What follows belongs to an exercise in optimizing a design on an open flow for small area; a production flow would make more cautious choices.
Function was checked by simulation only, so behaviour that the tests miss may differ from the original.
Power is estimated from default activity; no workload was simulated.

## flow/flow/run.sh

```bash
#!/bin/bash
# The standard layout with: cells downsized to their smallest drive
# strength after synthesis, single-size port buffers (buf_1), clkbuf_4 clock
# buffers and no CTS dummy loads. make's output goes to standard.log, each
# ORFS step's own log to orfs/logs/.
F=$(pwd)/flow
bash standard.sh \
  POST_SYNTH_TCL=$F/downsize.tcl \
  BUFFER_PORTS_ARGS="-buffer_cell sky130_fd_sc_hd__buf_1" \
  CTS_ARGS="-sink_clustering_enable -repair_clock_nets -dont_use_dummy_load -buf_list {sky130_fd_sc_hd__clkbuf_4 sky130_fd_sc_hd__clkbuf_8}" \
  finish > standard.log 2>&1
```

## flow/flow/downsize.tcl

```tcl
set block [ord::get_db_block]
set db [ord::get_db]
set dont_use [split $::env(DONT_USE_CELLS)]
set n 0
foreach inst [$block getInsts] {
  set m [$inst getMaster]
  set name [$m getName]
  if {![regexp {^(sky130_fd_sc_hd__[a-z0-9]+)_([0-9]+)$} $name -> base strength]} { continue }
  set best $m
  set best_area [expr {[$m getWidth] * [$m getHeight]}]
  foreach lib [$db getLibs] {
    foreach c [$lib getMasters] {
      set cn [$c getName]
      if {![regexp "^${base}_(\[0-9\]+)\$" $cn]} { continue }
      if {[lsearch -exact $dont_use $cn] >= 0} { continue }
      set a [expr {[$c getWidth] * [$c getHeight]}]
      if {$a < $best_area} {
        set best $c
        set best_area $a
      }
    }
  }
  if {$best ne $m} {
    $inst swapMaster $best
    incr n
  }
}
puts "downsize: swapped $n instances"
```

## flow/standard.sh

```bash
#!/bin/bash
# synth_recipe.tcl (not shown) runs the flow's synth.tcl, then flattens the netlist and writes it again
# the make line also repeats each setting of config.mk as NAME=value (left out here)
make -C /OpenROAD-flow-scripts/flow DESIGN_CONFIG=/design/flow/config.mk WORK_HOME=/design/flow/orfs CLKGATE_MAP_FILE= SYNTH_SCRIPT=/design/flow/synth_recipe.tcl "${@:-finish}"
```

## flow/config.mk

```make
export PLATFORM = sky130hd
export DESIGN_NAME = top_TimeClock
export DESIGN_NICKNAME = top_TimeClock
export VERILOG_FILES = /design/flow/design.v
export SDC_FILE = /design/flow/constraint.sdc
export NUM_CORES = 4
export LEC_CHECK = 0
export CAP_MARGIN = 20
export CORE_AREA = 2.3 2.72 57.5 59.84
export DIE_AREA = 0 0 59.8 62.56
export SLEW_MARGIN = 20
export SYNTH_HIERARCHICAL = 1
```

## flow/constraint.sdc

```tcl
create_clock -name core_clock -period 10.0 [get_ports {i_clk}]
set_input_delay 2.0000 -clock core_clock [delete_from_list [all_inputs] [get_ports {i_clk}]]
set_output_delay 2.0000 -clock core_clock [all_outputs]
set_load 0.01 [all_outputs]
```

## flow/design.v

```verilog
`timescale 1ns / 1ps
module g_inv(input a, output y); assign y = ~a; endmodule
module g_nand2(input a, b, output y); assign y = ~(a & b); endmodule
module g_nand3(input a, b, c, output y); assign y = ~(a & b & c); endmodule
module g_nor2(input a, b, output y); assign y = ~(a | b); endmodule
module g_nor3(input a, b, c, output y); assign y = ~(a | b | c); endmodule
module g_or2(input a, b, output y); assign y = a | b; endmodule
module g_and2(input a, b, output y); assign y = a & b; endmodule
module g_and3(input a, b, c, output y); assign y = a & b & c; endmodule
module g_a21o(input a1, a2, b, output y); assign y = (a1 & a2) | b; endmodule
module g_a21oi(input a1, a2, b, output y); assign y = ~((a1 & a2) | b); endmodule
module g_o21ai(input a1, a2, b, output y); assign y = ~((a1 | a2) & b); endmodule
module g_o2111ai(input a1, a2, b, c, d, output y); assign y = ~((a1 | a2) & b & c & d); endmodule
module g_a22oi(input a1, a2, b1, b2, output y); assign y = ~((a1 & a2) | (b1 & b2)); endmodule
module g_a222oi(input a1, a2, b1, b2, c1, c2, output y); assign y = ~((a1 & a2) | (b1 & b2) | (c1 & c2)); endmodule
module g_nand3b(input an, b, c, output y); assign y = ~(~an & b & c); endmodule
`timescale 1ns / 1ps
module BCDtoFND_Decoder(
    input i_mode_SW, input i_en, input i_enTriBuff, input [2:0] r_scan,
    input [3:0] w_ms100, w_ms10, w_sec1, w_min1, w_hour1,
    input [2:0] w_sec10, w_min10,
    input [1:0] w_hour10,
    output [3:0] o_digitPosition,
    output [7:0] o_fndfont);
    wire S2 = r_scan[2], S1 = r_scan[1], S0 = r_scan[0], m = i_mode_SW;
    wire nS1, nS0, nm, noff;
    g_inv u_i1(S1, nS1);
    g_inv u_i0(S0, nS0);
    g_inv u_im(m, nm);
    g_nor2  u_noff(i_en, i_enTriBuff, noff);
    g_nand3 u_p0(noff, nS1, nS0, o_digitPosition[0]);
    g_nand3 u_p1(noff, nS1, S0,  o_digitPosition[1]);
    g_nand3 u_p2(noff, S1,  nS0, o_digitPosition[2]);
    g_nand3 u_p3(noff, S1,  S0,  o_digitPosition[3]);
    wire [7:0] s;
    g_nor3 u_s0(S1,  S0,  m,  s[0]);
    g_nor3 u_s1(S1,  nS0, m,  s[1]);
    g_nor3 u_s2(nS1, S0,  m,  s[2]);
    g_nor3 u_s3(nS1, nS0, m,  s[3]);
    g_nor3 u_s4(S1,  S0,  nm, s[4]);
    g_nor3 u_s5(S1,  nS0, nm, s[5]);
    g_nor3 u_s6(nS1, S0,  nm, s[6]);
    g_nor3 u_s7(nS1, nS0, nm, s[7]);
    wire [3:0] v;
    wire k0a, k0b, k0c, k1a, k1b, k1c, k2a, k2b, k2c, k3a, k3b;
    g_a222oi u_k0a(s[0], w_ms10[0], s[1], w_ms100[0], s[2], w_sec1[0], k0a);
    g_a222oi u_k0b(s[3], w_sec10[0], s[4], w_min1[0], s[5], w_min10[0], k0b);
    g_a22oi  u_k0c(s[6], w_hour1[0], s[7], w_hour10[0], k0c);
    g_nand3  u_v0(k0a, k0b, k0c, v[0]);
    g_a222oi u_k1a(s[0], w_ms10[1], s[1], w_ms100[1], s[2], w_sec1[1], k1a);
    g_a222oi u_k1b(s[3], w_sec10[1], s[4], w_min1[1], s[5], w_min10[1], k1b);
    g_a22oi  u_k1c(s[6], w_hour1[1], s[7], w_hour10[1], k1c);
    g_nand3  u_v1(k1a, k1b, k1c, v[1]);
    g_a222oi u_k2a(s[0], w_ms10[2], s[1], w_ms100[2], s[2], w_sec1[2], k2a);
    g_a222oi u_k2b(s[3], w_sec10[2], s[4], w_min1[2], s[5], w_min10[2], k2b);
    g_nand2  u_k2c(s[6], w_hour1[2], k2c);
    g_nand3  u_v2(k2a, k2b, k2c, v[2]);
    g_a222oi u_k3a(s[0], w_ms10[3], s[1], w_ms100[3], s[2], w_sec1[3], k3a);
    g_a22oi  u_k3b(s[4], w_min1[3], s[6], w_hour1[3], k3b);
    g_nand2  u_v3(k3a, k3b, v[3]);
    wire nx, x;
    g_nor2 u_nx(i_en, S2, nx);
    g_inv  u_x(nx, x);
    wire n14, n15, n16, n17, n18, n20, n23, n25, n27, n28;
    g_inv     u_n14(v[3], n14);
    g_o21ai   u_n15(v[1], v[0], v[2], n15);
    g_inv     u_n16(v[2], n16);
    g_nand2   u_n17(n16, v[1], n17);
    g_o2111ai u_n18(v[2], v[0], n14, n15, n17, n18);
    g_nand2   u_o0(n18, nx, o_fndfont[0]);
    g_and2    u_n20(v[1], v[0], n20);
    g_o21ai   u_o1(n15, n20, nx, o_fndfont[1]);
    g_o21ai   u_o2(v[0], n17, nx, o_fndfont[2]);
    g_a21oi   u_n23(n20, v[2], x, n23);
    g_nand2   u_o3(n23, n18, o_fndfont[3]);
    g_nor2    u_n25(x, v[0], n25);
    g_o21ai   u_o4(v[1], n16, n25, o_fndfont[4]);
    g_nor2    u_n27(v[1], v[0], n27);
    g_nand2   u_n28(n14, n16, n28);
    g_o21ai   u_o5(n27, n28, n23, o_fndfont[5]);
    g_o21ai   u_o6(v[1], n28, n23, o_fndfont[6]);
    wire q6, b10, ge;
    g_and3  u_q6(S2, S1, nS0, q6);
    g_or2   u_b10(w_ms100[1], w_ms100[0], b10);
    g_a21o  u_ge(w_ms100[2], b10, w_ms100[3], ge);
    g_nand3b u_dp(i_en, q6, ge, o_fndfont[7]);
endmodule
`timescale 1ns / 1ps
module top_TimeClock(
    input i_clk,
    input i_reset,
    input i_mode_SW,
    input i_en,
    input i_enTriBuff,
    input i_set,
    input [35:0] i_set_time,
    output [3:0] o_digitPosition,
    output [7:0] o_fndfont
    );
    reg [6:0] r_presc;
    wire w_tick = r_presc[6] & r_presc[5] & ~r_presc[4] & ~r_presc[2] & r_presc[1] & r_presc[0];
    always @(posedge i_clk or posedge i_reset) begin
        if(i_reset) begin
            r_presc <= 7'b0001100;
        end
        else begin
            r_presc <= {r_presc[5:0], r_presc[6] ^ r_presc[0] ^ w_tick};
        end
    end
    reg [2:0] r_scan;
    always @(posedge i_clk or posedge i_reset) begin
        if(i_reset) begin
            r_scan <= 0;
        end
        else if(w_tick) begin
            r_scan <= r_scan + 1;
        end
    end
    reg [3:0] r_ms1, r_ms10, r_ms100, r_sec1, r_min1, r_hour1;
    reg [2:0] r_sec10, r_min10;
    reg [1:0] r_hour10;
    wire t_ms1   = w_tick & r_ms1[0];
    wire c_ms1   = t_ms1 & r_ms1[3];
    wire t_ms10  = c_ms1 & r_ms10[0];
    wire c_ms10  = t_ms10 & r_ms10[3];
    wire t_ms100 = c_ms10 & r_ms100[0];
    wire c_ms100 = t_ms100 & r_ms100[3];
    wire t_sec1  = c_ms100 & r_sec1[0];
    wire c_sec1  = t_sec1 & r_sec1[3];
    wire t_sec10 = c_sec1 & r_sec10[0];
    wire c_sec10 = t_sec10 & r_sec10[2];
    wire t_min1  = c_sec10 & r_min1[0];
    wire c_min1  = t_min1 & r_min1[3];
    wire t_min10 = c_min1 & r_min10[0];
    wire c_min10 = t_min10 & r_min10[2];
    wire t_hour1 = c_min10 & r_hour1[0];
    wire c_hour1 = t_hour1 & r_hour1[3];
    wire w_wrap  = t_hour1 & r_hour10[1] & r_hour1[1];    
    function [3:0] tog10(input c, input t, input [3:0] q);
        tog10 = {t & (q[3] | (q[2] & q[1])), t & q[1], t & ~q[3], c};
    endfunction
    function [2:0] tog6(input c, input t, input [2:0] q);
        tog6 = {t & (q[2] | q[1]), t & ~q[2], c};
    endfunction
    wire [3:0] w_ms1   = r_ms1   ^ tog10(w_tick,  t_ms1,   r_ms1);
    wire [3:0] w_ms10  = r_ms10  ^ tog10(c_ms1,   t_ms10,  r_ms10);
    wire [3:0] w_ms100 = r_ms100 ^ tog10(c_ms10,  t_ms100, r_ms100);
    wire [3:0] w_sec1  = r_sec1  ^ tog10(c_ms100, t_sec1,  r_sec1);
    wire [2:0] w_sec10 = r_sec10 ^ tog6 (c_sec1,  t_sec10, r_sec10);
    wire [3:0] w_min1  = r_min1  ^ tog10(c_sec10, t_min1,  r_min1);
    wire [2:0] w_min10 = r_min10 ^ tog6 (c_min1,  t_min10, r_min10);
    wire [3:0] w_hour1 = r_hour1 ^ {t_hour1 & (r_hour1[3] | (r_hour1[2] & r_hour1[1])),
                                    t_hour1 & r_hour1[1] & ~r_hour10[1],
                                    t_hour1 & ~r_hour1[3],
                                    c_min10};
    wire [1:0] w_hour10 = r_hour10 ^ {(c_hour1 & r_hour10[0]) | w_wrap, c_hour1};
    always @(posedge i_clk or posedge i_reset) begin
        if(i_reset) begin
            r_ms1    <= 0;
            r_ms10   <= 0;
            r_ms100  <= 0;
            r_sec1   <= 0;
            r_sec10  <= 0;
            r_min1   <= 0;
            r_min10  <= 0;
            r_hour1  <= 0;
            r_hour10 <= 0;
        end
        else if(i_set) begin
            r_ms1    <= i_set_time[3:0];
            r_ms10   <= i_set_time[7:4];
            r_ms100  <= i_set_time[11:8];
            r_sec1   <= i_set_time[15:12];
            r_sec10  <= i_set_time[18:16];
            r_min1   <= i_set_time[23:20];
            r_min10  <= i_set_time[26:24];
            r_hour1  <= i_set_time[31:28];
            r_hour10 <= i_set_time[33:32];
        end
        else begin
            r_ms1    <= w_ms1;
            r_ms10   <= w_ms10;
            r_ms100  <= w_ms100;
            r_sec1   <= w_sec1;
            r_sec10  <= w_sec10;
            r_min1   <= w_min1;
            r_min10  <= w_min10;
            r_hour1  <= w_hour1;
            r_hour10 <= w_hour10;
        end
    end
    BCDtoFND_Decoder display(
        .i_mode_SW(i_mode_SW),
        .i_en(i_en),
        .i_enTriBuff(i_enTriBuff),
        .r_scan(r_scan),
        .w_ms100(r_ms100),
        .w_ms10(r_ms10),
        .w_sec1(r_sec1),
        .w_min1(r_min1),
        .w_hour1(r_hour1),
        .w_sec10(r_sec10),
        .w_min10(r_min10),
        .w_hour10(r_hour10),
        .o_digitPosition(o_digitPosition),
        .o_fndfont(o_fndfont)
    );
endmodule
```

==> impl_metrics.yaml, run 1 <==
run_status:
  status: "timing/DRC/antenna clean"
sta:
  rsz0062_at_grt: "no"
  period_minus_slack_ns: 5.63
  clock_skew_ns: 0.0107
  finalMaxSlewViolations: 0
  setup_viol: 0
  worst-slew-pin-transition_ns: 0.945
  fin_setup_tns_ns: 0
  hold_violations: 0
  clock.fmax_ghz: 0.178
  finalCritPeriodShare_pct: 56.3
  maxSlewHeadroom_pct: 37.0
layout:
  final_util_pct: 80.2
  fin_nets: 338
  antennaDiodeCount: 0
  fillers: 209
  area_delta_synth_final_pct: 11.0
  drive_gt1_share_pct: 6.71
power:
  clkPwrFrac_pct: 22.6
  swShare_pct: 26.8
  intPower_mw: 0.228
  seq_power_share_pct: 62.2
  power.leakage_nw: 1.11
  p_comb_share_pct: 15.3
  peakVddDrop_mv: 0.108
  power.density_nw_per_um2: 123
  power_switching_mw: 0.0835
  power_mw: 0.311
place:
  dpl.hpwl_um: 3260
  numPortBuffers: 49
  place.gp.congestion: 0.812
floorplan:
  die_y_um: 62.6
  die_width_um: 59.8
  core-area_um2: 3150
  boundaryPins: 54
  dieArea_um2: 3740
  row_count: 21
  start_util_pct: 72.2
critical_path:
  endpoint: "o_fndfont[5]"
  worstRegToRegCells: 20
  crit_arrival_ns: 3.63
  cp-start-kind: "primary input"
  crit_path_max_fanout: 6
  rr_startpoint: "r_presc[2]$_DFF_PP1_"
  startpoint: "i_mode_SW"
  timing.rr.end: "r_hour10[0]$_DFF_PP0_"
  worst_setup_path_end_kind: "output pin"
  r2r_slack_ns: 5.49
  required_ns: 8.00
  worstSetupPathType: "primary input to output pin"
route:
  wl_um: 4320
  drt_iter0_markers: 174
  via_count: 1848
  vias_per_cell: 5.83
  drc: 0
  first_pass_iters: 5
  drtAntennaViolNets: 0
  wl_per_cell_um: 13.6
clocking:
  cts-htree-levels: 2
  cts_hold_buf: 0
  cts_buffer_depth: 2
  clk_pin_slew_ns: 0.11
  cts_buffers: 5
  postCtsSetupRepairBufs: 0
  cts_resized: 0
  cts_tree: "yes"
  cts-root-buf: "clkbuf_4"
  cts.sink_count: 42
  clk_latency_ns: 0.33
global_routing:
  grt_antenna_before_repair: 0
  gr-total-overflow: 0
  grtUsageTotal_pct: 25.8
  grt_max_degree: 56
  grt_pass1_wl_um: 7420
  grt_pass1_vias: 1792
logic_synthesis:
  synthesis.area_um2: 2280
  yosys_warnings: 7
  synth.net_count: 287
  synth_cells: 234
  synth_area_per_cell_um2: 9.73
run:
  max_cap_viol_count: 0
hold_path:
  hold_class: "register to register"
## metrics by stage
step                      area [um2]  setup WS [ns]  hold WS (ns)  instances
after floorplan                 2280           4.84         0.347        234
after global placement          2490           4.42         0.356        312
after detailed placement        2490           4.40         0.360        312
after CTS                       2530           4.39         0.378        317
after global routing            2530           4.16         0.384        317
final                           2530           4.37         0.377        317
## critical path, stage by stage
cell	delay, ns
buf_1	0.17
nor3_1	0.12
a222oi_1	0.43
nand3_1	0.25
and2_1	0.22
a21oi_1	0.21
o21ai_1	0.10
buf_1	0.13
## cell type report
| class | count | area (um2) | area share (%) |
|---|---|---|---|
| Clock buffer | 5 | 37.5 | 1.49 |
| Tap cell | 34 | 42.5 | 1.68 |
| Multi-Input combinational cell | 177 | 1170 | 46.2 |
| Timing Repair Buffer | 50 | 193 | 7.62 |
| Sequential cell | 42 | 1050 | 41.7 |
| Inverter | 9 | 33.8 | 1.34 |
## power by group through the flow
stage	Sequential, mW	Combinational [mW]	Clock [mW]
after floorplan	0.193	0.0344	0
after global placement	0.196	0.0464	0
after detailed placement	0.197	0.0480	0
after CTS	0.194	0.0481	0.0728
after global routing	0.196	0.0545	0.0805
final	0.194	0.0475	0.0702
## metal layers
layer  GRT usage (%)  routed length, um  vias to the layer above
met5               0                  0                        -
li1                -                  -                      921
met2            42.9               2160                       51
met4            8.06                 39                        0
met3            4.76                202                        6
met1            33.4               1920                      870
## state kept, by name (all words and copies together), names as in the netlist
name	cells
r_hour1	4
r_hour10	2
r_min1	4
r_min10	3
r_ms1	4
r_ms10	4
r_ms100	4
r_presc	7
r_scan	3
r_sec1	4
r_sec10	3
## cell usage in the layout, fill, tap and decap left out, types with 2 or more instances in the layout
cell type	n
a31oi_1	4
nor2_1	6
a21oi_1	4
xnor2_1	8
buf_1	48
ha_1	11
inv_1	9
clkbuf_4	5
and2b_1	7
nor3_1	8
nor2b_1	8
a222oi_1	7
and2_1	9
a22oi_1	3
nand2_1	34
mux2_2	10
dfrtp_1	40
o21ai_1	7
xor2_1	8
nand3_1	10
dfstp_2	2
nand3b_1	2
o21ai_0	21
## worst min-delay path by stage
stage	from	endpoint	slack, ns	cells past startpoint
2_1_floorplan	r_presc[4]$_DFF_PP0_	r_presc[5]$_DFF_PP0_	0.35	0
3_3_place_gp	r_presc[5]$_DFF_PP0_	r_presc[6]$_DFF_PP0_	0.36	0
3_5_place_dp	r_presc[2]$_DFF_PP1_	r_presc[3]$_DFF_PP1_	0.36	0
4_1_cts	r_presc[2]$_DFF_PP1_	r_presc[3]$_DFF_PP1_	0.38	0
5_1_grt	r_presc[2]$_DFF_PP1_	r_presc[3]$_DFF_PP1_	0.38	0
6_report	r_presc[2]$_DFF_PP1_	r_presc[3]$_DFF_PP1_	0.38	0
==> run 2: changes to the inputs <==
--- a/flow/flow/run.sh
+++ b/flow/flow/run.sh
@@ -8,4 +8,4 @@
   POST_SYNTH_TCL=$F/downsize.tcl \
   BUFFER_PORTS_ARGS="-buffer_cell sky130_fd_sc_hd__buf_1" \
-  CTS_ARGS="-sink_clustering_enable -repair_clock_nets -dont_use_dummy_load -buf_list {sky130_fd_sc_hd__clkbuf_4 sky130_fd_sc_hd__clkbuf_8}" \
+  CTS_ARGS="-sink_clustering_enable -repair_clock_nets -dont_use_dummy_load -buf_list sky130_fd_sc_hd__clkbuf_4 -sink_clustering_max_diameter 20" \
   finish > standard.log 2>&1
==> impl_metrics.yaml, run 2 <==
critical_path:
  crit_top_cell: "buf_1"
  crit_slowest_cell: "a222oi_1"
  cp_cell_sequence: "buf_1 -> nor3_1 -> a222oi_1 -> nand3_1 -> and2_1 -> a21oi_1 -> o21ai_1 -> buf_1"
  required_ns: 8.00
  worstSetupPathType: "primary input to output pin"
  crit_arrival_ns: 3.63
  max_stage_delay_ns: 0.43
  worst_setup_path_end_kind: "output pin"
  cp-start-kind: "primary input"
  critPathBufInv: 2
  crit_path_max_fanout: 6
  crit_family: "compound AO/OA/AOI/OAI gates"
route:
  drc: 0
  drt_iter0_markers: 174
  via_count: 1848
  wl_um: 4320
  drtAntennaViolNets: 0
  wl_per_cell_um: 13.6
  vias_per_cell: 5.83
  first_pass_iters: 5
power:
  power_mw: 0.311
  peakVddDrop_mv: 0.108
  power.density_nw_per_um2: 123
  power.leakage_nw: 1.11
logic_synthesis:
  synth_cells: 234
  yosys_warnings: 7
  synth_area_per_cell_um2: 9.73
  synth.net_count: 287
  synthesis.area_um2: 2280
sta:
  rsz0062_at_grt: "no"
  hold_violations: 0
  finalCritPeriodShare_pct: 56.3
  period_minus_slack_ns: 5.63
  whs_ns: 0.377
  worst-slew-pin-transition_ns: 0.945
  setup_viol: 0
  finalMaxSlewViolations: 0
  setup_slack_ns: 4.37
  fin_setup_tns_ns: 0
  clock_skew_ns: 0.0107
  clock.fmax_ghz: 0.178
  maxSlewHeadroom_pct: 37.0
layout:
  final_cell_mix: "48 x buf_1, 40 x dfrtp_1, 34 x nand2_1, 21 x o21ai_0, 11 x ha_1"
  fillers: 209
  largest_reg_flops: 7
  antennaDiodeCount: 0
  area_delta_synth_final_pct: 11.0
  fin_area_um2: 2530
  fin_nets: 338
  layout_commonest_cell: "buf_1"
  drive_gt1_share_pct: 6.71
  fin_cells: 317
  final_util_pct: 80.2
  largest-register: "r_presc"
place:
  dpl.hpwl_um: 3260
  placedCellCount: 312
  place.gp.congestion: 0.812
  placed_area_um2: 2490
  pre_cts_slack_ns: 4.40
  numPortBuffers: 49
clocking:
  cts-root-buf: "clkbuf_4"
  postCtsSetupRepairBufs: 0
  clk_pin_slew_ns: 0.11
  cts.sink_count: 42
  cts_resized: 0
  cts_tree: "yes"
  cts_buffers: 5
  cts_buffer_depth: 2
  clk_latency_ns: 0.33
  cts_hold_buf: 0
  cts-htree-levels: 2
global_routing:
  grtUsageTotal_pct: 25.8
  grt_antenna_before_repair: 0
  grt_max_degree: 56
  gr-total-overflow: 0
  grt_pass1_vias: 1792
  grt_pass1_wl_um: 7420
floorplan:
  die_y_um: 62.6
  start_util_pct: 72.2
  core-area_um2: 3150
  boundaryPins: 54
  row_count: 21
  die_width_um: 59.8
  dieArea_um2: 3740
run:
  max_cap_viol_count: 0
hold_path:
  hold_class: "register to register"
run_status:
  status: "timing/DRC/antenna clean"
run 2: final cells by class:
type	instances	area [um2]	share of cell area, %
inverters	9	33.8	1.34
well taps	34	42.5	1.68
repair buffers	50	193	7.62
clock buffers	5	37.5	1.49
flip-flops and latches	42	1050	41.7
multi-input cells	177	1170	46.2
run 2: layer usage:
layer  up-vias  wire length (um)  part of all wire, %  GRT usage, %
met2        51              2160                   50          42.9
met5         -                 0                    0             0
met3         6               202                  4.7          4.76
met4         0                39                 0.90          8.06
li1        921                 -                    -             -
met1       870              1920                   44          33.4
run 2: report_power, final:
| part | internal [mW] | switching (mW) | leakage [nW] | total [mW] |
|---|---|---|---|---|
| Clock | 0.0236 | 0.0466 | 0.0230 | 0.0702 |
| Combinational | 0.0223 | 0.0252 | 0.574 | 0.0475 |
| Sequential | 0.182 | 0.0117 | 0.516 | 0.194 |
| Total | 0.228 | 0.0835 | 1.11 | 0.311 |
run 2: final timing paths:
kind	startpoint	to	slack [ns]	cells after the start
max	i_mode_SW	o_fndfont[5]	4.37	8
min	r_presc[2]$_DFF_PP1_	r_presc[3]$_DFF_PP1_	0.38	0
max reg2reg	r_presc[2]$_DFF_PP1_	r_hour10[0]$_DFF_PP0_	5.49	20
min reg2reg	r_presc[2]$_DFF_PP1_	r_presc[3]$_DFF_PP1_	0.38	0
max in group asynchronous	i_reset	r_ms10[0]$_DFF_PP0_	7.88	3
min in group asynchronous	i_reset	r_presc[5]$_DFF_PP0_	1.75	3

[afterwards: timing with drivers on the ports]
The results above use ideal ports. As a check the final layouts listed here were re-extracted and re-timed, cells and wires unchanged. Step 1, drivers: a clkbuf_16 drives i_clk and a buf_2 each remaining input, both assumed. Step 2, shift: input delay + t, output delay - t, t = (earliest + latest rising clock arrival at the registers) / 2. This alone moves slack from input paths to output paths. Slacks: ideal / step 1 / step 2; pairs: ideal / step 1.
| run | t, ns | slack for setup (ns) | clock arrival spread, ns | worst data-port slew with drivers (ns) |
|---|---|---|---|---|
| run 1 | 0.350 | 4.367 / 4.324 / 4.324 | 0.010 / 0.010 | 0.04 |
| run 2 | 0.350 | 4.367 / 4.324 / 4.324 | 0.010 / 0.010 | 0.04 |
After both steps setup and hold are still met in every run listed.
